This design comes from an exercise in tuning for small area, a short achievable clock period and few clock cycles on the open sky130 flow, not from production work.
RTL that was checked went through simulation tests only; none was proved equivalent to the original.
The RTL of run 9 was laid out without a check of its function.

### flow/config.mk
export PLATFORM = sky130hd
export DESIGN_NAME = SP
export DESIGN_NICKNAME = SP
export VERILOG_FILES = /design/flow/design.v
export SDC_FILE = /design/flow/constraint.sdc
export NUM_CORES = 4
export LEC_CHECK = 0
export CAP_MARGIN = 20
export CORE_MARGIN = 2
export CORE_UTILIZATION = 40
export SLEW_MARGIN = 20
### flow/constraint.sdc
create_clock -name core_clock -period 22.0 [get_ports {clk}]
set_input_delay 4.4000 -clock core_clock [delete_from_list [all_inputs] [get_ports {clk}]]
set_output_delay 4.4000 -clock core_clock [all_outputs]
set_load 0.01 [all_outputs]
### flow/design.v
module SP(
	clk,
	rst_n,
	cg_en,
	in_valid,
	in_data,
	in_mode,
	out_valid,
	out_data
);
input		clk;
input		rst_n;
input		in_valid;
input		cg_en;
input [8:0] in_data;
input [2:0] in_mode;
output reg 		  out_valid;
output reg [9:0]  out_data;
integer i;
reg       busy;
reg [4:0] c;
reg [2:0] mode;
reg       o1, o2;
wire start = in_valid && !busy;
always @(posedge clk or negedge rst_n) begin
	if (!rst_n) busy <= 1'b0;
	else if (start) busy <= 1'b1;
	else if (o2) busy <= 1'b0;
end
always @(posedge clk) begin
	c <= busy ? c + 5'd1 : 5'd0;
	if (start) mode <= in_mode;
end
wire m1 = mode[1];
wire m2 = mode[2];
wire [4:0] nc = c + 5'd1;
reg inph, fen, ins_raw, ins_f, ins_q, clr, lastins;
wire nraw0 = !(in_mode[2] && !in_mode[1]);
always @(posedge clk or negedge rst_n) begin
	if (!rst_n) begin
		inph <= 1'b0; fen <= 1'b0; ins_raw <= 1'b0; ins_f <= 1'b0; ins_q <= 1'b0;
		clr <= 1'b0; lastins <= 1'b0;
	end else begin
		inph    <= start || busy && nc <= 5'd8;
		fen     <= busy && m1 && nc >= 5'd9 && nc <= 5'd17;
		ins_raw <= start && nraw0 ||
		           busy && (m1 ? nc <= 5'd7 : !m2 && nc <= 5'd8);
		ins_f   <= busy && m1 && !m2 && nc >= 5'd10 && nc <= 5'd18;
		ins_q   <= busy && m2 && (m1 ? (nc >= 5'd13 && nc <= 5'd21) : (nc >= 5'd4 && nc <= 5'd12));
		clr     <= busy && m1 && nc == 5'd8;
		lastins <= busy && (m2 ? (m1 ? nc == 5'd21 : nc == 5'd12) : (m1 ? nc == 5'd18 : nc == 5'd8));
	end
end
wire ins = ins_raw || ins_f || ins_q;
reg [7:0] gi;                 
reg       sg;
wire [7:0] gin;
genvar k;
generate for (k = 0; k < 8; k = k + 1) begin : g_gray
	if (k >= 4) assign gin[k] = ^in_data[7:k];
	else assign gin[k] = ^in_data[3:k];
end endgenerate
always @(posedge clk) begin
	gi <= gin;
	sg <= in_data[8];
end
wire [7:0] gb = {gi[7:4], gi[3:0] ^ {4{gi[4]}}};
wire [7:0] gr = {gi[7:4] ^ {1'b0, gi[7:5]}, gi[3:0] ^ {1'b0, gi[3:1]}};    
wire [7:0] nb;
generate for (k = 0; k < 8; k = k + 1) begin : g_neg
	if (k == 0) assign nb[k] = gb[0];
	else assign nb[k] = gb[k] ^ (sg & (|gb[k-1:0]));
end endgenerate
wire signed [8:0] vdec = mode[0] ? {sg & (|gb), nb} : {sg, gr};
reg signed [8:0] S [0:8];
reg signed [9:0] msum;         
reg [7:0] half;                
wire signed [8:0] hs = {1'b0, half};
wire signed [8:0] e = inph ? vdec : S[0];
wire signed [10:0] e2 = {e[8], e, 1'b0};
wire signed [10:0] D = e2 - msum;
wire signed [10:0] t = msum[0] ? (msum[9] ? 11'sd1 : -11'sd1) : 11'sd0;
wire signed [8:0] fe = !fen ? e : (D > t) ? e - hs : (D < t) ? e + hs : e;
always @(posedge clk) begin
	for (i = 0; i < 8; i = i + 1) S[i] <= S[i+1];
	S[8] <= fe;
end
wire signed [10:0] s3 = S[6] + S[7] + S[8];
wire signed [8:0] q3;
SP_div3 u_div3(.t(s3), .q(q3));
reg signed [8:0] q;
always @(posedge clk) q <= q3;
wire signed [8:0] x = ins_q ? q : ins_f ? S[8] : vdec;
reg signed [8:0] L [1:5];
reg signed [8:0] mn;
reg [5:1] full;                
reg [5:0] gt;                  
always @(*) begin
	gt[0] = 1'b1;
	for (i = 1; i <= 5; i = i + 1) gt[i] = !full[i] || (x > L[i]);
end
wire signed [8:0] nmax = gt[1] ? x : L[1];
always @(posedge clk) begin
	if (!busy || clr) full <= 5'd0;
	else if (ins) full <= {full[4:1], 1'b1};
	if (ins) begin
		L[1] <= nmax;
		for (i = 2; i <= 5; i = i + 1)
			L[i] <= gt[i-1] ? L[i-1] : (gt[i] ? x : L[i]);
		mn <= nmin;
	end
end
wire signed [8:0] nmin = (!full[1] || x < mn) ? x : mn;
wire [9:0] mdiff = nmax - nmin;
always @(posedge clk) begin
	if (clr) begin
		msum <= nmax + nmin;
		half <= mdiff[8:1];
	end
end
always @(posedge clk or negedge rst_n) begin
	if (!rst_n) begin
		o1 <= 1'b0; o2 <= 1'b0;
		out_valid <= 1'b0;
		out_data <= 10'd0;
	end else begin
		o1 <= lastins;
		o2 <= o1;
		out_valid <= lastins | o1 | o2;
		out_data <= lastins ? {nmax[8], nmax} : o1 ? {L[5][8], L[5]} : o2 ? {mn[8], mn} : 10'd0;
	end
end
endmodule
module SP_div3(input [10:0] t, output [8:0] q);
wire [11:0] u;
assign u[8:0] = t[8:0];
assign u[9] = ~t[9];
assign u[10] = ~t[10] ^ t[9];
assign u[11] = ~t[10] & t[9];
wire [1:0] r_0_0 = {1'b0, u[0]};
wire [1:0] r_1_1 = {1'b0, u[1]};
wire [1:0] r_2_2 = {1'b0, u[2]};
wire [1:0] r_3_3 = {1'b0, u[3]};
wire [1:0] r_4_4 = {1'b0, u[4]};
wire [1:0] r_5_5 = {1'b0, u[5]};
wire [1:0] r_6_6 = {1'b0, u[6]};
wire [1:0] r_7_7 = {1'b0, u[7]};
wire [1:0] r_8_8 = {1'b0, u[8]};
wire [1:0] r_9_9 = {1'b0, u[9]};
wire [1:0] r_10_10 = {1'b0, u[10]};
wire [1:0] r_11_11 = {1'b0, u[11]};
wire [1:0] r_11_10 = m3sub(r_10_10, r_11_11);
wire [1:0] r_11_9 = m3sub(r_9_9, r_11_10);
wire [1:0] r_8_7 = m3sub(r_7_7, r_8_8);
wire [1:0] r_8_6 = m3sub(r_6_6, r_8_7);
wire [1:0] r_11_8 = m3sub(r_8_8, r_11_9);
wire [1:0] r_11_7 = m3add(r_11_9, r_8_7);
wire [1:0] r_11_6 = m3sub(r_8_6, r_11_9);
wire [1:0] r_5_4 = m3sub(r_4_4, r_5_5);
wire [1:0] r_5_3 = m3sub(r_3_3, r_5_4);
wire [1:0] r_2_1 = m3sub(r_1_1, r_2_2);
wire [1:0] r_2_0 = m3sub(r_0_0, r_2_1);
wire [1:0] r_5_2 = m3sub(r_2_2, r_5_3);
wire [1:0] r_5_1 = m3add(r_5_3, r_2_1);
wire [1:0] r_5_0 = m3sub(r_2_0, r_5_3);
wire [1:0] r_11_5 = m3sub(r_5_5, r_11_6);
wire [1:0] r_11_4 = m3add(r_11_6, r_5_4);
wire [1:0] r_11_3 = m3sub(r_5_3, r_11_6);
wire [1:0] r_11_2 = m3add(r_11_6, r_5_2);
wire [1:0] r_11_1 = m3sub(r_5_1, r_11_6);
wire [1:0] r_11_0 = m3add(r_11_6, r_5_0);
wire [11:0] qb;
assign qb[11] = 1'b0;
assign qb[0] = r_11_1[1] | (r_11_1[0] & u[0]);
assign qb[1] = r_11_2[1] | (r_11_2[0] & u[1]);
assign qb[2] = r_11_3[1] | (r_11_3[0] & u[2]);
assign qb[3] = r_11_4[1] | (r_11_4[0] & u[3]);
assign qb[4] = r_11_5[1] | (r_11_5[0] & u[4]);
assign qb[5] = r_11_6[1] | (r_11_6[0] & u[5]);
assign qb[6] = r_11_7[1] | (r_11_7[0] & u[6]);
assign qb[7] = r_11_8[1] | (r_11_8[0] & u[7]);
assign qb[8] = r_11_9[1] | (r_11_9[0] & u[8]);
assign qb[9] = r_11_10[1] | (r_11_10[0] & u[9]);
assign qb[10] = r_11_11[1] | (r_11_11[0] & u[10]);
wire neg_rem = t[10] & (r_11_0 != 2'd0);
assign q = qb[8:0] + {8'd0, neg_rem};
function [1:0] m3add(input [1:0] a, input [1:0] b);
  case ({a,b}) 4'b0000: m3add=0; 4'b0001: m3add=1; 4'b0010: m3add=2;
    4'b0100: m3add=1; 4'b0101: m3add=2; 4'b0110: m3add=0;
    4'b1000: m3add=2; 4'b1001: m3add=0; 4'b1010: m3add=1; default: m3add=2'b00; endcase
endfunction
function [1:0] m3sub(input [1:0] b, input [1:0] a);  
  case ({b,a}) 4'b0000: m3sub=0; 4'b0001: m3sub=2; 4'b0010: m3sub=1;
    4'b0100: m3sub=1; 4'b0101: m3sub=0; 4'b0110: m3sub=2;
    4'b1000: m3sub=2; 4'b1001: m3sub=1; 4'b1010: m3sub=0; default: m3sub=2'b00; endcase
endfunction
endmodule
### flow/flow/run.sh
#!/bin/bash
set -e
bash standard.sh BUFFER_PORTS_ARGS="-buffer_cell sky130_fd_sc_hd__buf_4" SETUP_SLACK_MARGIN=16.5 ABC_AREA=1 CTS_CLUSTER_SIZE=30 CTS_CLUSTER_DIAMETER=120 finish > standard.log 2>&1
### flow/standard.sh
#!/bin/bash
# synth_recipe.tcl (not shown) runs the flow's synth.tcl, then flattens the netlist and writes it again
# the make line also repeats each setting of config.mk as NAME=value (left out here)
make -C /OpenROAD-flow-scripts/flow DESIGN_CONFIG=/design/flow/config.mk WORK_HOME=/design/flow/orfs CLKGATE_MAP_FILE= SYNTH_SCRIPT=/design/flow/synth_recipe.tcl "${@:-finish}"
==> out/metrics.cfg, run 1 <==
[clocking]
cts_hold_buf=0
root_buffer=clkbuf_16
clk_pin_slew_ns=0.12
clock-sinks=204
clock_latency_ns=0.49
cts_tree=yes
htreeDepth=1
cts_inserted_buffers=10
cts_buffer_depth=3

[hold_path]
hp-start=S[5][6]$_DFF_P_
holdCritPathClass=register to register

[routing]
via_count=9179
via_per_inst=5.019
postRouteAntennaNets=0
post_drt_wl_per_cell_um=15.05
drtIter0Drc=559
remaining_drc_errors=0
routed_wirelength_um=27540
first_pass_iters=5

[critical_path]
critical_path_arrival_ns=1.02
crit_required_ns=17.60
endpoint_kind=output port
criticalPathCategory=register to output port
slowest_stage=dfrtp_1
path_max_fanout=2
path_cells=buf_4
reg2reg_from=gi[4]$_DFF_P_
critical-path-max-stage-delay_ns=0.40
crit_start=out_data[8]$_DFF_PN0_
critical-path-top-delay-family=flip-flops
path_buf_inv=1
cp-start-kind=register

[synthesis]
ys_warn_count=4
syn-cell-area_um2=11900
postSynthNetCount=1553
synth_area_per_cell_um2=8.546
ys_ff_latch=204
synth_top_area_cell=edfxtp_1
synth_edf_count=75
ys_types=53
synthCells=1392
synth-async-reset-ratio_pct=9.804
yosysSeqAreaShare_pct=41.48
synth_area_leaders=edfxtp_1, dfxtp_1, ha_1
synth_top_area_share_pct=18.93
dominantRegCellSynth=dfxtp_1

[global_routing]
grt-busiest-layer=met2
grt_use_met1_pct=25.47
grt_util_met2_pct=29.05
grt_antenna_before_repair=0
grt_pass1_vias=8486
grt_max_degree=32
grtUsageTotal_pct=17.74
grt_pass1_wl_um=43910
overflow=0
gr-usage-met3_pct=1.809

[floorplanning]
std_cell_rows=63
start_util_pct=40.35
die_y_um=176.5
die_x_um=176.5
die_area_um2=31140
core_area_um2=29480
ios=27

[timing]
setup-tns-final_ns=0
min_period_ns=5.419
worst_pin_slew_ns=0.9476
timing.final.ws_setup_ns=16.58
fmax_mhz=184.5
final-setup-viol-count=0
fin_crit_sh_pct=24.63
holdWs_ns=0.3259
relSlewSlack_pct=36.82
slew_violations=0
skew_ns=0.02530
finalHoldViolations=0
rsz0062_at_grt=true

[placed_design]
place_hpwl_um=21050
place_congestion=0.8699
place_inst=1789
io_buffers=25
pre_cts_slack_ns=15.17
placed_cell_area_um2=12520

[layout]
layout.nets=1598
utilization_pct=44.72
multi_input_area_um2=6254
diodes=0
drive_gt1_share_pct=10.49
area_growth_pct=10.81
final_cells=1829
regArea_um2=4938
n_fill_cell=2894
finalInstanceArea_um2=13180

[run]
maxCapViolations=0

[status]
outcome=timing/DRC/antenna clean

==> path summary, 6_finish.rpt <==
kind	endpoint	slack (ns)	depth (start not counted)
worst max-delay path	out_data[9]	16.58	1
worst max register to register	msum[9]$_DFFE_PP_	16.80	31
min in group asynchronous	out_data[8]$_DFF_PN0_	3.77	1
worst min register to register	S[4][6]$_DFF_P_	0.33	0
max in group asynchronous	ins_f$_DFF_PN0_	18.01	1
worst min-delay path	S[4][6]$_DFF_P_	0.33	0
==> what timing repair did <==
item | CTS | global route
gates resized for setup | 24 | 37
pin swaps | 1 | 6
gates cloned | 0 | 3
setup endpoints to repair | 34 | 34
buffers inserted | 7 | 16
==> placed cells by master, fill, tap and decap left out, drive strengths merged, types with 15 or more instances in the layout <==
master	n
nand2	277
inv	201
o21ai	136
ha	130
dfxtp	109
nor2	106
a21oi	88
edfxtp	75
buf	54
nand3	50
xor2	41
dfrtp	20
fa	15
==> cell families (layout without fill, tap and decap cells) <==
logic type               Yosys count  count (layout)  share of synthesized area (%)
AO/OA/AOI/OAI                    289             289                          13.79
flip-flops                       204             204                          41.48
buffers and inverters            234             278                          7.530
adder cells (fa/ha/maj)          145             145                          16.20
XOR/XNOR                          54              54                          4.039
AND/OR/NAND/NOR                  466             469                          16.96
==> synthesized netlist by cell type (all sizes together) (3+ instances only) <==
library cell and count:
a2111oi 3, a21o 3, a21oi 88, a22o 3, a31oi 4, buf 5, clkbuf 19, clkinv 6
dfrtp 20, dfxtp 109, edfxtp 75, fa 15, ha 130, inv 204, nand2 275, nand3 49
nand3b 4, nand4 12, nor2 106, nor3 7, nor4 3, o211ai 6, o21a 5, o21ai 136
o21bai 12, o221ai 3, o22ai 5, o311ai 3, o31ai 10, or2 9, xnor2 13, xor2 41
==> area by class of cell <==
type                            instances  area share, %
Clock inverter                          1        0.06644
Clock buffer                           13          2.145
Sequential cell                       204          37.46
Timing Repair Buffer                   54          3.104
Multi-Input combinational cell        957          47.44
Inverter                              210          6.084
Tap cell                              390          3.702
==> registers in the layout, indices dropped and copies added, names as in the netlist, 3 cells and up <==
register	flops
L	45
gi	8
mn	9
c	5
mode	3
S	81
half	8
msum	10
full	5
q	9
out_data	9
==> layer usage <==
layer  part of all wire [%]  vias to the layer above
met5                      0                        -
met4                    1.2                        0
met3                    4.0                       19
met2                     45                      186
met1                     49                     4282
li1                       -                     4692
Testbench counts, summed over its fixed seeds: cycles 10,357.
==> inputs of run 2 (changes only) <==
==> flow/flow/run.sh (replaced) <==
#!/bin/bash
# Standard layout with stronger port buffers and area-oriented mapping; timing
# repair aims for slack well beyond the clock's (clock and constraints unchanged).
set -e
bash standard.sh BUFFER_PORTS_ARGS="-buffer_cell sky130_fd_sc_hd__buf_4" SETUP_SLACK_MARGIN=16.5 ABC_AREA=1 finish > standard.log 2>&1
==> out/metrics.cfg, run 2 <==
[status]
outcome=timing/DRC/antenna clean

[routing]
post_drt_wl_per_cell_um=15.08
via_per_inst=4.995
remaining_drc_errors=0
postRouteAntennaNets=0
via_count=9311
first_pass_iters=5
routed_wirelength_um=28110
drtIter0Drc=526

[layout]
reg.largest.list=S (81), L (45), msum (10)
regMostFlops=S
layout.nets=1617
layout_common_cells=nand2_1, inv_1, ha_1
area_growth_pct=15.68
layout.cells.most_common=nand2_1
largest_reg_flops=81
drive_gt1_share_pct=12.62
n_fill_cell=2821
regArea_um2=4940
diodes=0
multi_input_area_um2=6280

[timing]
setup-tns-final_ns=0
slew_violations=0
min_period_ns=5.428
fmax_mhz=184.2
final-setup-viol-count=0
rsz0062_at_grt=true
relSlewSlack_pct=38.28
skew_ns=0.01481
fin_crit_sh_pct=24.67
worst_pin_slew_ns=0.9258
finalHoldViolations=0

[run]
maxCapViolations=0

[synthesis]
synthCells=1392
synth_top_area_share_pct=18.93
synth_top_area_cell=edfxtp_1
synth_edf_count=75
synth_area_per_cell_um2=8.546
postSynthNetCount=1553
synth-async-reset-ratio_pct=9.804
synth_area_leaders=edfxtp_1, dfxtp_1, ha_1
dominantRegCellSynth=dfxtp_1
ys_types=53
ys_ff_latch=204
yosysMostFrequentCell=nand2_1
syn-cell-area_um2=11900
yosysSeqAreaShare_pct=41.48
ys_warn_count=4
yosys-top-cells-count=nand2_1, inv_1, ha_1, o21ai_0, dfxtp_1

[critical_path]
path_cells=buf_4
cp-start-kind=register
critical-path-max-stage-delay_ns=0.37
crit_required_ns=17.60
r2r_cells=30
critical-path-top-delay-family=flip-flops
cp.depth=1
path_max_fanout=1
criticalPathCategory=register to output port
slowest_stage=dfrtp_1
path_buf_inv=1
endpoint_kind=output port
critical_path_arrival_ns=1.03

[clocking]
cts_inserted_buffers=24
cts_hold_buf=0
clock_latency_ns=0.52
clock-sinks=204
root_buffer=clkbuf_16
clk_pin_slew_ns=0.06
cts_buffer_depth=3
htreeDepth=1
cts_tree=yes

[floorplanning]
std_cell_rows=63
die_y_um=176.5
core_area_um2=29480
die_x_um=176.5
die_area_um2=31140
ios=27
start_util_pct=40.35

[global_routing]
grt_max_degree=24
grt_use_met1_pct=25.32
grt-busiest-layer=met2
grt_pass1_wl_um=44590
grt_pass1_vias=8678
grtUsageTotal_pct=18.05
grt_util_met2_pct=29.15
grt_antenna_before_repair=0
overflow=0
gr-usage-met3_pct=2.692

[placed_design]
place_congestion=0.8699
place_hpwl_um=21050
io_buffers=25

[hold_path]
min_path_cells=0
holdCritPathClass=register to register

==> run 2: cell counts after synthesis <==
No cell type changed its count.
==> run 2: cell families after synthesis <==
group                    share of synthesized area (%)
AND/OR/NAND/NOR                                  16.96
AO/OA/AOI/OAI                                    13.79
buffers and inverters                            7.530
flip-flops                                       41.48
adder cells (fa/ha/maj)                          16.20
XOR/XNOR                                         4.039
==> run 2: stage by stage <==
| stage | instance area, um2 | hold slack (ns) | instances | util [%] | setup WS, ns |
|---|---|---|---|---|---|
| 6_report | 13760 | 0.3229 | 1864 | 46.68 | 16.57 |
| 2_1_floorplan | 11900 | 0.3096 | 1392 | - | 16.95 |
| 4_1_cts | 13430 | 0.3252 | 1840 | 45.56 | 16.42 |
| 3_5_place_dp | 12520 | 0.3121 | 1789 | 42.46 | 15.17 |
| 3_3_place_gp | 12520 | 0.3098 | 1789 | 42.46 | 15.19 |
| 5_1_grt | 13760 | 0.3285 | 1864 | 46.68 | 16.45 |
==> run 2: repair_timing <==
action,CTS,global route
gates resized for setup,23,48
buffers inserted,7,21
cloned,0,3
pin swaps,1,24
setup endpoints to repair,34,34
==> run 2: worst paths after layout <==
path	slack [ns]	start	endpoint
setup / recovery	16.57	out_data[3]$_DFF_PN0_	out_data[3]
hold / removal	0.32	S[3][5]$_DFF_P_	S[2][5]$_DFF_P_
setup reg to reg	16.79	gi[4]$_DFF_P_	half[7]$_DFFE_PP_
hold reg to reg	0.32	S[3][5]$_DFF_P_	S[2][5]$_DFF_P_
max in group asynchronous	18.03	rst_n	fen$_DFF_PN0_
min in group asynchronous	3.75	rst_n	out_data[3]$_DFF_PN0_
==> run 2: cell type report <==
class	count	share of cell area, %
Sequential cell	204	35.89
Tap cell	390	3.546
Inverter	210	5.846
Clock inverter	8	0.5910
Multi-Input combinational cell	957	45.63
Timing Repair Buffer	59	3.273
Clock buffer	36	5.219
==> run 2: routing by layer <==
metal	part of all wire, %	vias up
met5	0	-
met4	1.5	0
met3	4.9	31
met2	45	182
met1	48	4345
li1	-	4753
==> inputs of run 3 (changes only) <==
--- a/flow/design.v
+++ b/flow/design.v
@@ -17,6 +17,19 @@
 output reg 		  out_valid;
 output reg [9:0]  out_data;
 integer i;
+function sgt;
+	input [8:0] a;
+	input [8:0] b;
+	reg [8:0] u, v;
+	integer j;
+	begin
+		u = {~a[8], a[7:0]};
+		v = {~b[8], b[7:0]};
+		sgt = 1'b0;
+		for (j = 0; j < 9; j = j + 1)
+			sgt = (u[j] & ~v[j]) | (~(~u[j] & v[j]) & sgt);
+	end
+endfunction
 reg       busy;
 reg [4:0] c;
 reg [2:0] mode;
@@ -97,7 +110,7 @@
 reg [5:0] gt;                  
 always @(*) begin
 	gt[0] = 1'b1;
-	for (i = 1; i <= 5; i = i + 1) gt[i] = !full[i] || (x > L[i]);
+	for (i = 1; i <= 5; i = i + 1) gt[i] = !full[i] || sgt(x, L[i]);
 end
 wire signed [8:0] nmax = gt[1] ? x : L[1];
 always @(posedge clk) begin
@@ -110,7 +123,7 @@
 		mn <= nmin;
 	end
 end
-wire signed [8:0] nmin = (!full[1] || x < mn) ? x : mn;
+wire signed [8:0] nmin = (!full[1] || sgt(mn, x)) ? x : mn;
 wire [9:0] mdiff = nmax - nmin;
 always @(posedge clk) begin
 	if (clr) begin
==> flow/flow/run.sh (replaced) <==
#!/bin/bash
set -e
bash standard.sh BUFFER_PORTS_ARGS="-buffer_cell sky130_fd_sc_hd__buf_4" SETUP_SLACK_MARGIN=16.5 CTS_CLUSTER_SIZE=20 CTS_CLUSTER_DIAMETER=120 finish > standard.log 2>&1
==> out/metrics.cfg, run 3 <==
[status]
outcome=timing/DRC/antenna clean

[critical_path]
cp-start-kind=register
r2r_cells=23
slowest_stage=dfrtp_1
critical-path-max-stage-delay_ns=0.39
endpoint_kind=output port
reg2reg_setup_slack_ns=16.72
reg2reg_from=gi[4]$_DFF_P_
criticalPathCategory=register to output port
path_cells=buf_4
path_buf_inv=1
regToRegEndpoint=S[8][5]$_DFF_P_
critical_path_arrival_ns=1.02
path_max_fanout=2
crit_start=out_data[8]$_DFF_PN0_
critical-path-top-delay-family=flip-flops
crit_required_ns=17.60

[synthesis]
ys_types=91
synthCells=1177
synth_edf_count=75
ys_warn_count=4
synth_top_area_cell=edfxtp_1
yosysSeqAreaShare_pct=42.27
yosys-top-cells-count=dfxtp_1, nand2_1, nor2_1, a21oi_1, inv_1
postSynthNetCount=1287
ys_ff_latch=204
dominantRegCellSynth=dfxtp_1
synth_top_area_share_pct=19.29
synth_area_per_cell_um2=9.918
yosysMostFrequentCell=dfxtp_1
synth_area_leaders=edfxtp_1, dfxtp_1, ha_1
syn-cell-area_um2=11670
synth-async-reset-ratio_pct=9.804

[hold_path]
holdPathEnd=S[2][0]$_DFF_P_
hp-start=S[3][0]$_DFF_P_
holdCritPathClass=register to register
min_path_cells=0

[timing]
final-setup-viol-count=0
skew_ns=0.02206
fin_crit_sh_pct=24.62
min_period_ns=5.416
fmax_mhz=184.6
setup-tns-final_ns=0
holdWs_ns=0.3025
worst_pin_slew_ns=0.9202
rsz0062_at_grt=false
slew_violations=0
relSlewSlack_pct=38.21
finalHoldViolations=0

[placed_design]
placed_cell_area_um2=12170
place_congestion=0.8789
io_buffers=25
place_inst=1544
place_hpwl_um=19930

[clocking]
clock-sinks=204
cts_inserted_buffers=14
cts_tree=yes
clk_pin_slew_ns=0.09
root_buffer=clkbuf_16
cts_buffer_depth=3
clock_latency_ns=0.49
htreeDepth=1

[routing]
first_pass_iters=7
post_drt_wl_per_cell_um=17.29
remaining_drc_errors=0
routed_wirelength_um=27370
via_count=8605
drtIter0Drc=613
postRouteAntennaNets=0
via_per_inst=5.436

[layout]
reg.largest.list=S (81), L (45), msum (10)
layout.nets=1303
final_cells=1583
drive_gt1_share_pct=12.94
layout.cells.most_common=dfxtp_1
layout_common_cells=dfxtp_1, nand2_1, nor2_1
largest_reg_flops=81
area_growth_pct=10.64
regMostFlops=S
finalInstanceArea_um2=12920

[floorplanning]
die_x_um=174.8
ios=27
core_area_um2=28700
start_util_pct=40.67
die_y_um=174.8
std_cell_rows=62
die_area_um2=30570

[run]
maxCapViolations=0

[global_routing]
grt_max_degree=28
overflow=0
grtUsageTotal_pct=17.96
grt_pass1_vias=8135
grt_pass1_wl_um=43990
grt_antenna_before_repair=2

==> run 3: routing by layer <==
layer | vias to the layer above | routed length (um) | part of all wire (%) | global-route usage, %
li1 | 4264 | - | - | -
met1 | 4086 | 13030 | 48 | 25.71
met2 | 217 | 12250 | 45 | 28.61
met3 | 38 | 1464 | 5.3 | 2.654
met4 | 0 | 622 | 2.3 | 4.410
met5 | - | 0 | 0 | 0
==> run 3: cell type report <==
class	count	area (um2)
diodes	1	2.502
clock buffers	20	394.1
clock inverters	1	16.27
fillers	2766	15790
inverters	82	307.8
multi-input cells	846	6435
flip-flops and latches	204	4945
well taps	384	480.5
repair buffers	45	335.3
==> run 3: cells by family (layout without fill, tap and decap cells) <==
logic type	count (synthesis)	in the layout	synth area share, %
adder cells (fa/ha/maj)	104	104	11.93
other	0	1	0
AO/OA/AOI/OAI	316	317	18.50
flip-flops	204	204	42.27
XOR/XNOR	55	55	4.126
buffers and inverters	128	148	4.512
AND/OR/NAND/NOR	306	306	12.53
multiplexers	64	64	6.131
==> run 3: worst max path at each step <==
| stage | end | slack [ns] | depth (start not counted) |
|---|---|---|---|
| final | out_data[9] | 16.58 | 1 |
| after global routing | S[8][3]$_DFF_P_ | 16.44 | 27 |
| after CTS | q[5]$_DFF_P_ | 16.50 | 23 |
| after detailed placement | half[7]$_DFFE_PP_ | 15.60 | 22 |
| after global placement | half[7]$_DFFE_PP_ | 15.64 | 22 |
| after floorplan | q[5]$_DFF_P_ | 16.72 | 26 |
==> run 3: timing repair <==
action	4_1_cts	5_1_grt
hold buffers	0	0
setup buffers	7	9
pin swaps	2	4
resized for setup	16	43
gates cloned	1	0
setup endpoints to repair	28	20
==> run 3: stage by stage <==
step | util, % | worst slack [ns]
final | 45.00 | 16.58
after global routing | 45.00 | 16.44
after CTS | 44.22 | 16.50
after detailed placement | 42.39 | 15.60
after global placement | 42.39 | 15.64
after floorplan | - | 16.72
Testbench counts of run 3, summed over its fixed seeds: cycles 10,357.
==> inputs of run 4 (changes only) <==
==> flow/flow/run.sh (replaced) <==
#!/bin/bash
set -e
bash standard.sh BUFFER_PORTS_ARGS="-buffer_cell sky130_fd_sc_hd__buf_4" SETUP_SLACK_MARGIN=16.0 ABC_AREA=1 CTS_CLUSTER_SIZE=20 CTS_CLUSTER_DIAMETER=120 finish > standard.log 2>&1
==> out/metrics.cfg, run 4 <==
[floorplanning]
core_area_um2=28700
die_y_um=175.0
die_x_um=175.0
std_cell_rows=62
die_area_um2=30610
start_util_pct=40.73
ios=27

[timing]
finalHoldViolations=0
skew_ns=0.02333
final-setup-viol-count=0
fin_crit_sh_pct=24.63
slew_violations=0
worst_pin_slew_ns=0.9500
setup-tns-final_ns=0
relSlewSlack_pct=36.60
fmax_mhz=184.6
rsz0062_at_grt=false
min_period_ns=5.418

[status]
outcome=timing/DRC/antenna clean

[synthesis]
yosysSeqAreaShare_pct=42.21
synth_top_area_share_pct=19.27
ys_ff_latch=204
synth_edf_count=75
synthCells=1419
syn-cell-area_um2=11690
yosysMostFrequentCell=nand2_1
dominantRegCellSynth=dfxtp_1
ys_types=54
postSynthNetCount=1529
ys_warn_count=4
synth-async-reset-ratio_pct=9.804
synth_area_leaders=edfxtp_1, dfxtp_1, nand2_1
synth_top_area_cell=edfxtp_1
yosys-top-cells-count=nand2_1, inv_1, dfxtp_1, nand3_1, nor2_1
synth_area_per_cell_um2=8.238

[critical_path]
slowest_stage=dfrtp_1
path_max_fanout=2
critical_path_arrival_ns=1.02
critical-path-top-delay-family=flip-flops
criticalPathCategory=register to output port
reg2reg_setup_slack_ns=16.71
path_cells=buf_4
regToRegEndpoint=S[8][2]$_DFF_P_
endpoint_kind=output port
critical-path-max-stage-delay_ns=0.39
reg2reg_from=gi[4]$_DFF_P_
cp-start-kind=register
crit_required_ns=17.60
r2r_cells=33
path_buf_inv=1

[clocking]
clock-sinks=204
clk_pin_slew_ns=0.09
cts_hold_buf=0
root_buffer=clkbuf_16
clock_latency_ns=0.48
cts_tree=yes
htreeDepth=1
cts_buffer_depth=3
cts_inserted_buffers=14

[routing]
postRouteAntennaNets=0
post_drt_wl_per_cell_um=13.70
via_per_inst=4.929
top_layer=met4
drtIter0Drc=660
first_pass_iters=5
remaining_drc_errors=0
routed_wirelength_um=24980
wl_met1_um=12150
wl_met3_um=965
via_count=8985
dr_wl_met2_um=11330

[run]
maxCapViolations=0

[layout]
reg.largest.list=S (81), L (45), msum (10)
area_growth_pct=7.674
utilization_pct=43.85
layout_common_cells=nand2_1, inv_1, dfxtp_1
regMostFlops=S
n_fill_cell=2879
layout.cells.most_common=nand2_1
diodes=0
largest_reg_flops=81
drive_gt1_share_pct=8.478
layout.nets=1543
finalInstanceArea_um2=12590
final_cells=1823

[hold_path]
min_path_cells=0
hp-start=S[4][2]$_DFF_P_
holdCritPathClass=register to register
holdPathEnd=S[3][2]$_DFF_P_

[global_routing]
grt_pass1_wl_um=42200
grt_max_degree=26
grtUsageTotal_pct=16.81
grt_pass1_vias=8546
overflow=0
grt_antenna_before_repair=0

[placed_design]
place_congestion=0.8780
placed_cell_area_um2=12170
place_inst=1801
io_buffers=25
place_hpwl_um=19680

run 4: changes by cell type in the layout (fill, tap and decap cells not counted), sizes merged, moves of 13 or more:
cell | before | now
a21o | 18 | 0
a21oi | 83 | 64
buf | 44 | 26
inv | 83 | 195
mux2 | 40 | 0
mux2i | 22 | 0
nand2 | 95 | 358
nand2b | 13 | 0
nand3 | 15 | 94
nor2b | 16 | 0
nor3 | 23 | 5
o21ai | 65 | 130
or2 | 5 | 28
run 4: how the worst max path moves through the flow:
stage | start | endpoint | slack (ns) | cells past startpoint
CTS | gi[4]$_DFF_P_ | S[8][2]$_DFF_P_ | 16.18 | 34
global placement | gi[4]$_DFF_P_ | S[8][2]$_DFF_P_ | 16.24 | 34
floorplan | out_data[8]$_DFF_PN0_ | out_data[9] | 17.06 | 1
detailed placement | gi[4]$_DFF_P_ | S[8][2]$_DFF_P_ | 16.20 | 34
global route | gi[4]$_DFF_P_ | S[8][2]$_DFF_P_ | 16.08 | 36
finish | out_data[8]$_DFF_PN0_ | out_data[8] | 16.58 | 1
run 4: timing repair:
item | CTS | global route
gates resized for setup | 0 | 6
endpoints found under the hold margin | 0 | 0
setup endpoints to repair | 0 | 8
setup buffers | 0 | 0
run 4: kinds of logic after synthesis:
| group | synth area share (%) |
|---|---|
| AND/OR/NAND/NOR | 22.79 |
| AO/OA/AOI/OAI | 12.07 |
| buffers and inverters | 8.027 |
| flip-flops | 42.21 |
| adder cells (fa/ha/maj) | 11.02 |
| XOR/XNOR | 3.875 |
run 4: area by class of cell:
cell class | instances | area, um2 | share of cell area, %
inverter | 196 | 738.2 | 5.865
multi-input combinational | 991 | 5823 | 46.26
clock inverter | 1 | 16.27 | 0.1292
timing repair buffer | 26 | 195.2 | 1.551
tap | 384 | 480.5 | 3.817
clock buffer | 21 | 397.9 | 3.161
sequential | 204 | 4936 | 39.21
run 4: layer usage:
metal	vias up	global-route usage, %
met2	178	27.77
li1	4684	-
met5	-	0
met1	4085	23.73
met3	38	1.632
met4	0	4.167
run 4: per-stage QoR:
| step | hold slack, ns | setup slack [ns] |
|---|---|---|
| global route | 0.3354 | 16.08 |
| finish | 0.3240 | 16.58 |
| detailed placement | 0.3121 | 16.20 |
| CTS | 0.3263 | 16.18 |
| floorplan | 0.3096 | 17.06 |
| global placement | 0.3100 | 16.24 |
==> inputs of run 5 (changes only) <==
==> flow/flow/run.sh (replaced) <==
#!/bin/bash
set -e
bash standard.sh BUFFER_PORTS_ARGS="-buffer_cell sky130_fd_sc_hd__buf_4" SETUP_SLACK_MARGIN=16.5 ABC_AREA=1 CTS_BUF_LIST=sky130_fd_sc_hd__clkbuf_8 CTS_CLUSTER_SIZE=16 CTS_CLUSTER_DIAMETER=100 finish > standard.log 2>&1
==> out/metrics.cfg, run 5 <==
[hold_path]
holdCritPathClass=register to register
hp-start=S[4][3]$_DFF_P_

[routing]
postRouteAntennaNets=0
drtIter0Drc=621
via_per_inst=4.912
post_drt_wl_per_cell_um=13.72
via_count=8993
first_pass_iters=5
routed_wirelength_um=25130
remaining_drc_errors=0

[synthesis]
synth_top_area_cell=edfxtp_1
ys_warn_count=4
ys_types=54
synth_edf_count=75
yosysMostFrequentCell=nand2_1
synth_area_leaders=edfxtp_1, dfxtp_1, nand2_1
synth_top_area_share_pct=19.27
dominantRegCellSynth=dfxtp_1
syn-cell-area_um2=11690
ys_ff_latch=204
postSynthNetCount=1529
synth-async-reset-ratio_pct=9.804
yosysSeqAreaShare_pct=42.21
synth_area_per_cell_um2=8.238
synthCells=1419
yosys-top-cells-count=nand2_1, inv_1, dfxtp_1, nand3_1, nor2_1

[clocking]
clock-sinks=204
cts_tree=yes
htreeDepth=1
cts_buffer_depth=3
cts_inserted_buffers=16
cts_hold_buf=0
clk_pin_slew_ns=0.12
root_buffer=clkbuf_8
clock_latency_ns=0.53

[layout]
multi_input_area_um2=5851
layout.nets=1549
regMostFlops=S
n_fill_cell=2893
drive_gt1_share_pct=9.191
layout_common_cells=nand2_1, inv_1, dfxtp_1
reg.largest.list=S (81), L (45), msum (10)
diodes=0
area_growth_pct=7.011
regArea_um2=4938
final_cells=1831
layout.cells.most_common=nand2_1
largest_reg_flops=81

[timing]
final-setup-viol-count=0
fin_crit_sh_pct=24.89
rsz0062_at_grt=true
relSlewSlack_pct=32.62
min_period_ns=5.477
finalHoldViolations=0
setup-tns-final_ns=0
slew_violations=0
skew_ns=0.04485
fmax_mhz=182.6
worst_pin_slew_ns=1.010

[placed_design]
io_buffers=25
place_inst=1801
place_hpwl_um=19680
place_congestion=0.8780

[run]
maxCapViolations=0

[critical_path]
reg2reg_from=S[8][1]$_DFF_P_
cp.depth=1
reg2reg_setup_slack_ns=17.03
slowest_stage=dfrtp_1
path_max_fanout=2
crit_start=out_data[8]$_DFF_PN0_
critical_path_arrival_ns=1.08
path_cells=buf_4
critPathCapture=out_data[8]
regToRegEndpoint=q[6]$_DFF_P_
crit_required_ns=17.60
criticalPathCategory=register to output port
cp-start-kind=register
critical-path-max-stage-delay_ns=0.40
path_buf_inv=1
endpoint_kind=output port
r2r_cells=28
critical-path-top-delay-family=flip-flops

[status]
outcome=timing/DRC/antenna clean

[floorplanning]
die_area_um2=30610
ios=27
start_util_pct=40.73
die_x_um=175.0
core_area_um2=28700
std_cell_rows=62
die_y_um=175.0

[global_routing]
overflow=0
grt_pass1_wl_um=42330
grt_max_degree=26
grtUsageTotal_pct=16.88
grt_antenna_before_repair=0
grt_pass1_vias=8563

## run 5: cell counts after synthesis
Identical to the previous run, type by type.
## run 5: cells by family (layout without fill, tap and decap cells)
kind of cell / after synthesis / in the layout / share of synthesized area (%)
buffers and inverters: 224 / 252 / 8.027
AND/OR/NAND/NOR: 597 / 597 / 22.79
flip-flops: 204 / 204 / 42.21
XOR/XNOR: 50 / 50 / 3.875
adder cells (fa/ha/maj): 94 / 94 / 11.02
AO/OA/AOI/OAI: 250 / 250 / 12.07
## run 5: repair_timing
action,4_1_cts,5_1_grt
pin swaps,0,2
resized for setup,4,14
gates cloned,0,0
setup buffers,0,4
setup endpoints to repair,9,18
## run 5: worst min path at each step
stage,end,cells past startpoint
after floorplan,S[0][0]$_DFF_P_,0
after global placement,S[0][1]$_DFF_P_,0
after detailed placement,S[1][1]$_DFF_P_,0
after CTS,S[3][0]$_DFF_P_,0
after global routing,S[3][0]$_DFF_P_,0
final,S[3][3]$_DFF_P_,0
## run 5: per-stage QoR
stage / cell area, um2 / hold WS [ns] / utilization, % / setup WS (ns)
floorplan: 11690 / 0.3096 / - / 17.06
global placement: 12170 / 0.3100 / 42.38 / 16.24
detailed placement: 12170 / 0.3121 / 42.38 / 16.20
CTS: 12440 / 0.3166 / 43.35 / 16.50
global route: 12510 / 0.3224 / 43.58 / 16.48
finish: 12510 / 0.3159 / 43.58 / 16.52
## run 5: layout make-up
class,count,share of cell area [%]
Clock buffer,17,1.870
Clock inverter,9,0.2801
Inverter,196,5.901
Multi-Input combinational cell,991,46.77
Sequential cell,204,39.48
Tap cell,384,3.841
Timing Repair Buffer,30,1.860
## run 5: routing by layer
layer / GRT usage (%) / routed length (um)
met5: 0 / 0
met4: 3.681 / 398
met3: 1.828 / 1075
met2: 28.10 / 11480
met1: 23.73 / 12170
==> inputs of run 6 (changes only) <==
==> flow/flow/run.sh (replaced) <==
#!/bin/bash
set -e
bash standard.sh BUFFER_PORTS_ARGS="-buffer_cell sky130_fd_sc_hd__buf_4" SETUP_SLACK_MARGIN=16.5 ABC_AREA=1 CTS_BUF_LIST="sky130_fd_sc_hd__clkbuf_8 sky130_fd_sc_hd__clkbuf_16" CTS_CLUSTER_SIZE=20 CTS_CLUSTER_DIAMETER=120 finish > standard.log 2>&1
==> out/metrics.cfg, run 6 <==
[critical_path]
path_buf_inv=1
slowest_stage=dfrtp_1
path_cells=buf_4
path_max_fanout=2
endpoint_kind=output port
critical-path-max-stage-delay_ns=0.39
cp-start-kind=register
crit_required_ns=17.60
critical-path-top-delay-family=flip-flops
critical_path_arrival_ns=1.02
criticalPathCategory=register to output port

[routing]
drtIter0Drc=749
via_per_inst=4.904
via_count=8944
routed_wirelength_um=25030
post_drt_wl_per_cell_um=13.72
postRouteAntennaNets=0
first_pass_iters=5
remaining_drc_errors=0

[clocking]
htreeDepth=1
clock_latency_ns=0.48
cts_buffer_depth=3
clk_pin_slew_ns=0.09
cts_tree=yes
cts_inserted_buffers=14
root_buffer=clkbuf_16
clock-sinks=204
cts_hold_buf=0

[synthesis]
yosys.area_share.simple_pct=22.79
synthMuxAreaShare_pct=0
yosys-top-cells-count=nand2_1, inv_1, dfxtp_1, nand3_1, nor2_1
ys_types=54
dominantRegCellSynth=dfxtp_1
syn-cell-area_um2=11690
ys_warn_count=4
synth_area_per_cell_um2=8.238
synth-async-reset-ratio_pct=9.804
synthCells=1419
synth_top_area_cell=edfxtp_1
synth_edf_count=75
yosysMostFrequentCell=nand2_1
synth-compound-area-share_pct=12.07
synth_top_area_share_pct=19.27
ys_ff_latch=204
postSynthNetCount=1529
synth_top_family_by_area=simple AND/OR/NAND/NOR gates
synth_xor_xnor_area_share_pct=3.875
synth_area_leaders=edfxtp_1, dfxtp_1, nand2_1
synth-adder-area-share_pct=11.02
yosysSeqAreaShare_pct=42.21

[placed_design]
place_congestion=0.8780
io_buffers=25
place_hpwl_um=19680

[timing]
holdWs_ns=0.3225
skew_ns=0.02358
final-setup-viol-count=0
worst_pin_slew_ns=0.9533
slew_violations=0
fmax_mhz=184.6
relSlewSlack_pct=36.38
min_period_ns=5.419
rsz0062_at_grt=false
fin_crit_sh_pct=24.63
setup-tns-final_ns=0
finalHoldViolations=0

[layout]
largest_reg_flops=81
diodes=0
drive_gt1_share_pct=9.028
regMostFlops=S
reg.largest.list=S (81), L (45), msum (10)
layout.cells.most_common=nand2_1
layout.nets=1544
area_growth_pct=8.102
layout_common_cells=nand2_1, inv_1, dfxtp_1

[run]
maxCapViolations=0

[global_routing]
grt_util_met2_pct=27.77
grt-busiest-layer=met2
grtUsageTotal_pct=16.82
grt_pass1_wl_um=42230
grt_antenna_before_repair=0
grt_pass1_vias=8551
gr-usage-met3_pct=1.632
grt_use_met1_pct=23.76
grt_max_degree=26
overflow=0

[floorplanning]
std_cell_rows=62
die_y_um=175.0
start_util_pct=40.73
die_area_um2=30610
core_area_um2=28700
ios=27
die_x_um=175.0

[status]
outcome=timing/DRC/antenna clean

[hold_path]
holdCritPathClass=register to register

run 6: logic make-up after synthesis:
kind of cell             count (synthesis)
AO/OA/AOI/OAI                          250
adder cells (fa/ha/maj)                 94
XOR/XNOR                                50
flip-flops                             204
buffers and inverters                  224
AND/OR/NAND/NOR                        597
run 6: final cells by class:
cell class	instances	area, um2
clock buffers	15	375.4
clock inverters	7	38.79
fillers	2872	16070
inverters	196	738.2
multi-input cells	991	5863
flip-flops and latches	204	4938
well taps	384	480.5
repair buffers	27	202.7
run 6: layer usage:
| layer | part of all wire, % | wire [um] | vias up |
|---|---|---|---|
| met5 | 0 | 0 | - |
| met2 | 46 | 11420 | 164 |
| li1 | - | - | 4683 |
| met4 | 2.1 | 522 | 0 |
| met1 | 48 | 12120 | 4061 |
| met3 | 3.9 | 965 | 36 |
run 6: through the flow:
stage          utilization, %  cell area, um2  worst slack, ns  std cells
2_1_floorplan               -           11690            17.06       1419
3_3_place_gp            42.38           12170            16.24       1801
3_5_place_dp            42.38           12170            16.20       1801
4_1_cts                 43.85           12590            16.57       1823
5_1_grt                 44.03           12640            16.50       1824
6_report                44.03           12640            16.58       1824
run 6: path summary, 6_finish.rpt:
kind                                        from                     to  slack, ns  cells past startpoint
hold reg to reg                  S[4][2]$_DFF_P_        S[3][2]$_DFF_P_       0.32                      0
setup / recovery           out_data[8]$_DFF_PN0_            out_data[8]      16.58                      1
min in group asynchronous                  rst_n  out_data[5]$_DFF_PN0_       3.78                      1
setup reg to reg                 S[8][1]$_DFF_P_           q[6]$_DFF_P_      17.03                     28
hold / removal                   S[4][2]$_DFF_P_        S[3][2]$_DFF_P_       0.32                      0
max in group asynchronous                  rst_n          clr$_DFF_PN0_      17.97                      1
run 6: timing repair:
action | CTS | global route
setup buffers | 0 | 1
pin swaps | 0 | 2
gates resized for setup | 4 | 16
setup endpoints to repair | 8 | 16
run 6: worst register-to-register path, delay by kind of cell (launching register included):
kind,cells,cell delay [ns]
adders and majority gates,6,1.80
buffers and inverters,4,0.37
and+or+nand+nor,10,1.11
DFF,1,0.43
AOI/OAI and AO/OA,7,0.91
xor gates and xnor gates,1,0.24
==> inputs of run 7 (changes only) <==
==> flow/flow/run.sh (replaced) <==
#!/bin/bash
set -e
bash standard.sh BUFFER_PORTS_ARGS="-buffer_cell sky130_fd_sc_hd__buf_4" SETUP_SLACK_MARGIN=16.5 ABC_AREA=1 CTS_ARGS="-sink_clustering_enable -repair_clock_nets -sink_clustering_size 20 -sink_clustering_max_diameter 120 -sink_clustering_levels 1" finish > standard.log 2>&1
==> out/metrics.cfg, run 7 <==
[status]
outcome=timing/DRC/antenna clean

[routing]
postRouteAntennaNets=0
via_per_inst=4.912
first_pass_iters=5
routed_wirelength_um=25030
via_count=8959
remaining_drc_errors=0
post_drt_wl_per_cell_um=13.72
drtIter0Drc=762

[layout]
layout_common_cells=nand2_1, inv_1, dfxtp_1
drive_gt1_share_pct=9.028
layout.nets=1544
reg.largest.list=S (81), L (45), msum (10)
largest_reg_flops=81
finalInstanceArea_um2=12640
area_growth_pct=8.102
final_cells=1824
diodes=0
regMostFlops=S
layout.cells.most_common=nand2_1
utilization_pct=44.03

[synthesis]
synth_edf_count=75
postSynthNetCount=1529
dominantRegCellSynth=dfxtp_1
ys_warn_count=4
yosysSeqAreaShare_pct=42.21
synth_area_leaders=edfxtp_1, dfxtp_1, nand2_1
synth-async-reset-ratio_pct=9.804
synth_top_area_cell=edfxtp_1
yosysMostFrequentCell=nand2_1
yosys-top-cells-count=nand2_1, inv_1, dfxtp_1, nand3_1, nor2_1
ys_types=54
synth_area_per_cell_um2=8.238
ys_ff_latch=204
synth_top_area_share_pct=19.27
synthCells=1419
syn-cell-area_um2=11690

[global_routing]
grt_pass1_wl_um=42230
grt_pass1_vias=8551
overflow=0
grtUsageTotal_pct=16.82
grt_max_degree=26
grt_antenna_before_repair=0

[timing]
setup-tns-final_ns=0
skew_ns=0.02267
finalHoldViolations=0
worst_pin_slew_ns=0.9536
final-setup-viol-count=0
fmax_mhz=184.6
rsz0062_at_grt=false
fin_crit_sh_pct=24.62
slew_violations=0
relSlewSlack_pct=36.35
min_period_ns=5.417

[floorplanning]
ios=27
std_cell_rows=62
die_x_um=175.0
start_util_pct=40.73
die_y_um=175.0
core_area_um2=28700
die_area_um2=30610

[hold_path]
min_path_cells=0
hp-start=S[4][2]$_DFF_P_
holdCritPathClass=register to register
holdPathEnd=S[3][2]$_DFF_P_

[placed_design]
io_buffers=25
place_inst=1801
place_hpwl_um=19680
placed_cell_area_um2=12170
place_congestion=0.8780

[critical_path]
critical_path_arrival_ns=1.02
regToRegEndpoint=q[6]$_DFF_P_
critical-path-max-stage-delay_ns=0.39
criticalPathCategory=register to output port
critical-path-top-delay-family=flip-flops
cp.depth=1
cp-start-kind=register
reg2reg_setup_slack_ns=17.03
path_buf_inv=1
path_cells=buf_4
r2r_cells=28
reg2reg_from=S[8][1]$_DFF_P_
path_max_fanout=2
slowest_stage=dfrtp_1
endpoint_kind=output port
crit_required_ns=17.60

[clocking]
clk_pin_slew_ns=0.09
clock_latency_ns=0.48
htreeDepth=1
root_buffer=clkbuf_16
cts_buffer_depth=3
cts_inserted_buffers=14
clock-sinks=204
cts_hold_buf=0
cts_tree=yes

[run]
maxCapViolations=0

-- run 7: cell count changes in the layout (fill, tap and decap cells not counted), sizes merged --
cell / delta
inv: -6
clkbuf: +6
-- run 7: final cells by class --
type / count / area [um2]
fill: 2872 / 16070
multi-input combinational: 991 / 5863
sequential: 204 / 4938
inverter: 196 / 738.2
tap: 384 / 480.5
clock buffer: 21 / 397.9
timing repair buffer: 27 / 202.7
clock inverter: 1 / 16.27
-- run 7: per-stage QoR --
stage	hold WS, ns	setup slack [ns]
after floorplan	0.3096	17.06
after CTS	0.3263	16.57
after global placement	0.3100	16.24
after detailed placement	0.3121	16.20
after global routing	0.3354	16.50
final	0.3227	16.58
-- run 7: kinds of logic after synthesis --
family | after synthesis | synth area share, %
AOI/OAI and AO/OA | 250 | 12.07
xor gates and xnor gates | 50 | 3.875
adders and majority gates | 94 | 11.02
buffers and inverters | 224 | 8.027
DFF | 204 | 42.21
and+or+nand+nor | 597 | 22.79
-- run 7: worst max-delay path by stage --
| stage | start | to | slack [ns] |
|---|---|---|---|
| 2_1_floorplan | out_data[8]$_DFF_PN0_ | out_data[9] | 17.06 |
| 3_3_place_gp | gi[4]$_DFF_P_ | S[8][2]$_DFF_P_ | 16.24 |
| 3_5_place_dp | gi[4]$_DFF_P_ | S[8][2]$_DFF_P_ | 16.20 |
| 4_1_cts | out_data[8]$_DFF_PN0_ | out_data[8] | 16.57 |
| 5_1_grt | gi[4]$_DFF_P_ | S[8][2]$_DFF_P_ | 16.50 |
| 6_report | out_data[8]$_DFF_PN0_ | out_data[8] | 16.58 |
-- run 7: timing repair --
item	in CTS	in global routing
pin swaps	0	2
endpoints found under the hold margin	0	0
setup buffers	0	1
endpoints found under the setup margin	8	16
gates resized for setup	4	16
-- run 7: layer usage --
metal	vias to the layer above	global-route usage (%)	share of wire (%)
met5	-	0	0
met4	0	4.167	2.1
met3	36	1.632	3.8
met2	169	27.77	46
met1	4070	23.76	49
li1	4684	-	-
==> inputs of run 8 (changes only) <==
==> flow/flow/run.sh (replaced) <==
#!/bin/bash
set -e
bash standard.sh BUFFER_PORTS_ARGS="-buffer_cell sky130_fd_sc_hd__buf_4" SETUP_SLACK_MARGIN=16.5 ABC_AREA=1 CTS_CLUSTER_SIZE=20 CTS_CLUSTER_DIAMETER=120 finish > standard.log 2>&1
==> out/metrics.cfg, run 8 <==
[status]
outcome=timing/DRC/antenna clean

[global_routing]
gr-usage-met3_pct=1.632
grt_antenna_before_repair=0
grt_pass1_vias=8551
grt_util_met2_pct=27.77
overflow=0
grt-busiest-layer=met2
grt_use_met1_pct=23.76
grtUsageTotal_pct=16.82
grt_pass1_wl_um=42230
grt_max_degree=26

[floorplanning]
die_area_um2=30610
ios=27
core_area_um2=28700
die_x_um=175.0
start_util_pct=40.73
die_y_um=175.0
std_cell_rows=62

[placed_design]
place_hpwl_um=19680
pre_cts_slack_ns=16.20
place_inst=1801
io_buffers=25
place_congestion=0.8780

[hold_path]
min_path_cells=0
holdCritPathClass=register to register

[synthesis]
synthMuxAreaShare_pct=0
ys_types=54
synth_top_area_share_pct=19.27
yosys.area_share.simple_pct=22.79
synth_top_family_by_area=simple AND/OR/NAND/NOR gates
synth_xor_xnor_area_share_pct=3.875
synth-compound-area-share_pct=12.07
yosysSeqAreaShare_pct=42.21
synth_top_area_cell=edfxtp_1
synth_area_leaders=edfxtp_1, dfxtp_1, nand2_1
synth_area_per_cell_um2=8.238
synth-adder-area-share_pct=11.02
ys_ff_latch=204
synthCells=1419
synth-async-reset-ratio_pct=9.804
dominantRegCellSynth=dfxtp_1
syn-cell-area_um2=11690
postSynthNetCount=1529
synth_edf_count=75
yosysMostFrequentCell=nand2_1
yosys-top-cells-count=nand2_1, inv_1, dfxtp_1, nand3_1, nor2_1
ys_warn_count=4

[timing]
skew_ns=0.02267
final-setup-viol-count=0
rsz0062_at_grt=false
relSlewSlack_pct=36.35
fin_crit_sh_pct=24.62
min_period_ns=5.417
finalHoldViolations=0
holdWs_ns=0.3227
setup-tns-final_ns=0
timing.final.ws_setup_ns=16.58
fmax_mhz=184.6
worst_pin_slew_ns=0.9536
slew_violations=0

[clocking]
cts_hold_buf=0
clock-sinks=204
cts_tree=yes
clock_latency_ns=0.48
cts_inserted_buffers=14
root_buffer=clkbuf_16
clk_pin_slew_ns=0.09
htreeDepth=1
cts_buffer_depth=3

[routing]
via_count=8959
routed_wirelength_um=25030
post_drt_wl_per_cell_um=13.72
drtIter0Drc=762
first_pass_iters=5
remaining_drc_errors=0
postRouteAntennaNets=0
via_per_inst=4.912

[layout]
area_growth_pct=8.102
layout_common_cells=nand2_1, inv_1, dfxtp_1
final_cells=1824
drive_gt1_share_pct=9.028
regArea_um2=4938
layout.nets=1544
regMostFlops=S
n_fill_cell=2872
multi_input_area_um2=5863
diodes=0
reg.largest.list=S (81), L (45), msum (10)
largest_reg_flops=81
layout.cells.most_common=nand2_1

[critical_path]
path_buf_inv=1
cp-start-kind=register
slowest_stage=dfrtp_1
critical_path_arrival_ns=1.02
cp.depth=1
criticalPathCategory=register to output port
endpoint_kind=output port
crit_required_ns=17.60
path_cells=buf_4
path_max_fanout=2
critical-path-top-delay-family=flip-flops
r2r_cells=28
critical-path-max-stage-delay_ns=0.39

[run]
maxCapViolations=0

==> run 8: cell counts after synthesis <==
Identical to the previous run, type by type.
==> run 8: cells by family after synthesis <==
family                   after synthesis
AO/OA/AOI/OAI                        250
XOR/XNOR                              50
adder cells (fa/ha/maj)               94
buffers and inverters                224
flip-flops                           204
AND/OR/NAND/NOR                      597
==> run 8: layout make-up <==
cell class	count	area share [%]
Timing Repair Buffer	27	1.604
Clock buffer	21	3.149
Sequential cell	204	39.08
Tap cell	384	3.802
Multi-Input combinational cell	991	46.40
Inverter	196	5.842
Clock inverter	1	0.1287
==> run 8: layer usage <==
layer / part of all wire, % / up-vias
met3: 3.8 / 36
li1: - / 4684
met1: 49 / 4070
met2: 46 / 169
met4: 2.1 / 0
met5: 0 / -
==> run 8: stage by stage <==
stage	instance area [um2]	utilization (%)
6_report	12640	44.03
5_1_grt	12640	44.03
4_1_cts	12590	43.85
3_5_place_dp	12170	42.38
3_3_place_gp	12170	42.38
2_1_floorplan	11690	-
==> run 8: what timing repair did <==
item | CTS | global route
pin swaps | 0 | 2
gates resized for setup | 4 | 16
buffers inserted | 0 | 1
setup endpoints to repair | 8 | 16
==> run 8: worst paths after layout <==
path                                             from                     to  slack (ns)
worst max-delay path            out_data[8]$_DFF_PN0_            out_data[8]       16.58
worst min-delay path                  S[4][2]$_DFF_P_        S[3][2]$_DFF_P_        0.32
worst max register to register        S[8][1]$_DFF_P_           q[6]$_DFF_P_       17.03
worst min register to register        S[4][2]$_DFF_P_        S[3][2]$_DFF_P_        0.32
max in group asynchronous                       rst_n          clr$_DFF_PN0_       17.97
min in group asynchronous                       rst_n  out_data[5]$_DFF_PN0_        3.78
==> inputs of run 9 (changes only) <==
--- a/flow/design.v
+++ b/flow/design.v
@@ -93,7 +93,10 @@
 wire signed [10:0] e2 = {e[8], e, 1'b0};
 wire signed [10:0] D = e2 - msum;
 wire signed [10:0] t = msum[0] ? (msum[9] ? 11'sd1 : -11'sd1) : 11'sd0;
-wire signed [8:0] fe = !fen ? e : (D > t) ? e - hs : (D < t) ? e + hs : e;
+wire up = fen && (D < t);      
+wire dn = fen && (D > t);      
+wire [8:0] hop = dn ? ~hs : up ? hs : 9'd0;
+wire signed [8:0] fe = e + hop + {8'd0, dn};
 always @(posedge clk) begin
 	for (i = 0; i < 8; i = i + 1) S[i] <= S[i+1];
 	S[8] <= fe;
==> out/metrics.cfg, run 9 <==
[timing]
relSlewSlack_pct=34.84
worst_pin_slew_ns=0.9763
skew_ns=0.03567
finalHoldViolations=0
fmax_mhz=177.9
min_period_ns=5.621
fin_crit_sh_pct=25.55
rsz0062_at_grt=true
slew_violations=0
final-setup-viol-count=0
setup-tns-final_ns=0

[run]
maxCapViolations=0

[clocking]
cts_hold_buf=0
clock-sinks=204
root_buffer=clkbuf_16
htreeDepth=1
cts_tree=yes
cts_buffer_depth=3
cts_inserted_buffers=14
clk_pin_slew_ns=0.08
clock_latency_ns=0.47

[synthesis]
synth_xor_xnor_area_share_pct=3.610
ys_ff_latch=204
ys_warn_count=4
synthMuxAreaShare_pct=0
postSynthNetCount=1470
yosys-top-cells-count=nand2_1, inv_1, dfxtp_1, nand3_1, nor2_1
synth_top_area_share_pct=19.81
synth_area_leaders=edfxtp_1, dfxtp_1, nand2_1
synth_top_area_cell=edfxtp_1
synth_edf_count=75
yosysMostFrequentCell=nand2_1
synth-async-reset-ratio_pct=9.804
dominantRegCellSynth=dfxtp_1
syn-cell-area_um2=11370
synth-compound-area-share_pct=11.07
synth-adder-area-share_pct=10.43
synth_area_per_cell_um2=8.304
ys_types=55
yosys.area_share.simple_pct=23.92
yosysSeqAreaShare_pct=43.41
synthCells=1369
synth_top_family_by_area=simple AND/OR/NAND/NOR gates

[routing]
remaining_drc_errors=0
via_per_inst=4.853
postRouteAntennaNets=0
routed_wirelength_um=24770
via_count=8765
first_pass_iters=5
drtIter0Drc=524
post_drt_wl_per_cell_um=13.71

[layout]
finalInstanceArea_um2=12900
drive_gt1_share_pct=14.99
regMostFlops=S
largest_reg_flops=81
diodes=0
multi_input_area_um2=5903
reg.largest.list=S (81), L (45), msum (10)
n_fill_cell=2668
regArea_um2=4942
layout.cells.most_common=nand2_1
area_growth_pct=13.44
layout_common_cells=nand2_1, inv_1, dfxtp_1
layout.nets=1524

[global_routing]
grt_max_degree=26
grt_pass1_wl_um=40730
overflow=0
grtUsageTotal_pct=16.51
grt_antenna_before_repair=0
grt_pass1_vias=8343

[floorplanning]
die_x_um=172.6
start_util_pct=40.81
die_area_um2=29790
core_area_um2=27860
std_cell_rows=61
die_y_um=172.6
ios=27

[critical_path]
cp-start-kind=register
endpoint_kind=register
criticalPathCategory=register to register
critical-path-max-stage-delay_ns=0.37
cpMostUsedCell=a21oi_2
critical_path_arrival_ns=5.99
slowest_stage=dfxtp_4
path_max_fanout=4
crit_required_ns=22.37

[placed_design]
placed_cell_area_um2=11870
place_congestion=0.8391
place_hpwl_um=18840
io_buffers=25

[hold_path]
holdCritPathClass=register to register

[status]
outcome=timing/DRC/antenna clean

run 9: cell count changes after synthesis, moves of 8 or more:
cell / previous run / this run
ha_1: 79 / 70
inv_1: 183 / 168
nand2_1: 325 / 348
nor2_1: 85 / 77
o21ai_0: 83 / 65
run 9: worst max-delay path, delay by kind of cell, from the launching register on:
kind / cells / cell delay (ns)
fa+ha+maj: 5 / 1.43
buf+inv: 5 / 0.31
simple gates: 16 / 1.60
xor+xnor: 3 / 0.51
flops: 1 / 0.37
compound gates: 11 / 1.27
run 9: logic make-up after synthesis:
family | count (synthesis)
fa+ha+maj | 86
simple gates | 610
compound gates | 218
xor+xnor | 46
buf+inv | 205
flops | 204
run 9: final cells by class:
| type | instances | share of cell area, % |
|---|---|---|
| Timing Repair Buffer | 64 | 3.784 |
| Multi-Input combinational cell | 960 | 45.77 |
| Tap cell | 378 | 3.667 |
| Inverter | 179 | 5.268 |
| Clock buffer | 20 | 3.056 |
| Sequential cell | 204 | 38.32 |
| Clock inverter | 1 | 0.1261 |
run 9: per-stage QoR:
| step | util, % | instances | hold slack, ns | worst slack, ns |
|---|---|---|---|---|
| finish | 46.29 | 1806 | 0.3247 | 16.38 |
| detailed placement | 42.61 | 1746 | 0.3121 | 15.22 |
| global route | 46.29 | 1806 | 0.3328 | 16.01 |
| floorplan | - | 1369 | 0.3096 | 16.36 |
| CTS | 45.49 | 1796 | 0.3239 | 16.23 |
| global placement | 42.61 | 1746 | 0.3096 | 15.38 |
run 9: layer usage:
| metal | vias up | track usage, % | wire [um] | share of wire, % |
|---|---|---|---|---|
| li1 | 4577 | - | - | - |
| met1 | 4025 | 22.80 | 12230 | 49 |
| met2 | 127 | 27.71 | 11310 | 46 |
| met3 | 36 | 1.847 | 752 | 3.0 |
| met4 | 0 | 4.095 | 471 | 1.9 |
| met5 | - | 0 | 0 | 0 |
run 9: worst paths after layout:
kind | end | depth (start not counted) | start | slack [ns]
setup reg to reg | S[8][8]$_DFF_P_ | 40 | gi[4]$_DFF_P_ | 16.38
setup / recovery | S[8][8]$_DFF_P_ | 40 | gi[4]$_DFF_P_ | 16.38
hold reg to reg | S[0][3]$_DFF_P_ | 0 | S[1][3]$_DFF_P_ | 0.32
hold / removal | S[0][3]$_DFF_P_ | 0 | S[1][3]$_DFF_P_ | 0.32
min in group asynchronous | out_data[6]$_DFF_PN0_ | 1 | rst_n | 3.79
max in group asynchronous | ins_raw$_DFF_PN0_ | 1 | rst_n | 17.94
run 9: repair_timing:
action | in CTS | in global routing
pin swaps | 37 | 41
cloned | 0 | 0
gates resized for setup | 49 | 27
endpoints found under the setup margin | 9 | 7
setup buffers | 29 | 10

-- afterwards: timing with drivers on the ports --
Ports are ideal in the flow. The routed layouts listed here were re-timed in OpenROAD.
Step 1 assumes that a clkbuf_16 drives the clock port and a buf_2 every other input.
Step 2 times the ports against the registers' clock, not the clock port: input delays grow and output delays shrink by t, the midpoint of the rising clock arrivals with the driver on.
Three values: ideal, step 1, step 2; two values: the first two.
| run | t, ns | setup WS [ns] | worst hold slack (ns) | pins driven straight from the clock port |
|---|---|---|---|---|
| run 1 | 0.525 | 16.581 / 16.529 / 16.753 | 0.326 / 0.326 / 0.326 | 1 |
| run 2 | 0.562 | 16.572 / 16.520 / 16.699 | 0.323 / 0.323 / 0.323 | 1 |
| run 3 | 0.518 | 16.584 / 16.537 / 16.647 | 0.302 / 0.302 / 0.302 | 1 |
| run 4 | 0.517 | 16.582 / 16.534 / 16.707 | 0.324 / 0.324 / 0.324 | 1 |
| run 5 | 0.545 | 16.523 / 16.485 / 16.764 | 0.316 / 0.316 / 0.316 | 1 |
| run 6 | 0.518 | 16.581 / 16.533 / 16.743 | 0.323 / 0.323 / 0.323 | 1 |
| run 7 | 0.518 | 16.583 / 16.534 / 16.735 | 0.323 / 0.323 / 0.323 | 1 |
| run 8 | 0.518 | 16.583 / 16.534 / 16.735 | 0.323 / 0.323 / 0.323 | 1 |
| run 9 | 0.506 | 16.379 / 16.379 / 16.379 | 0.325 / 0.325 / 0.325 | 1 |
After both steps every run listed still meets setup and hold.
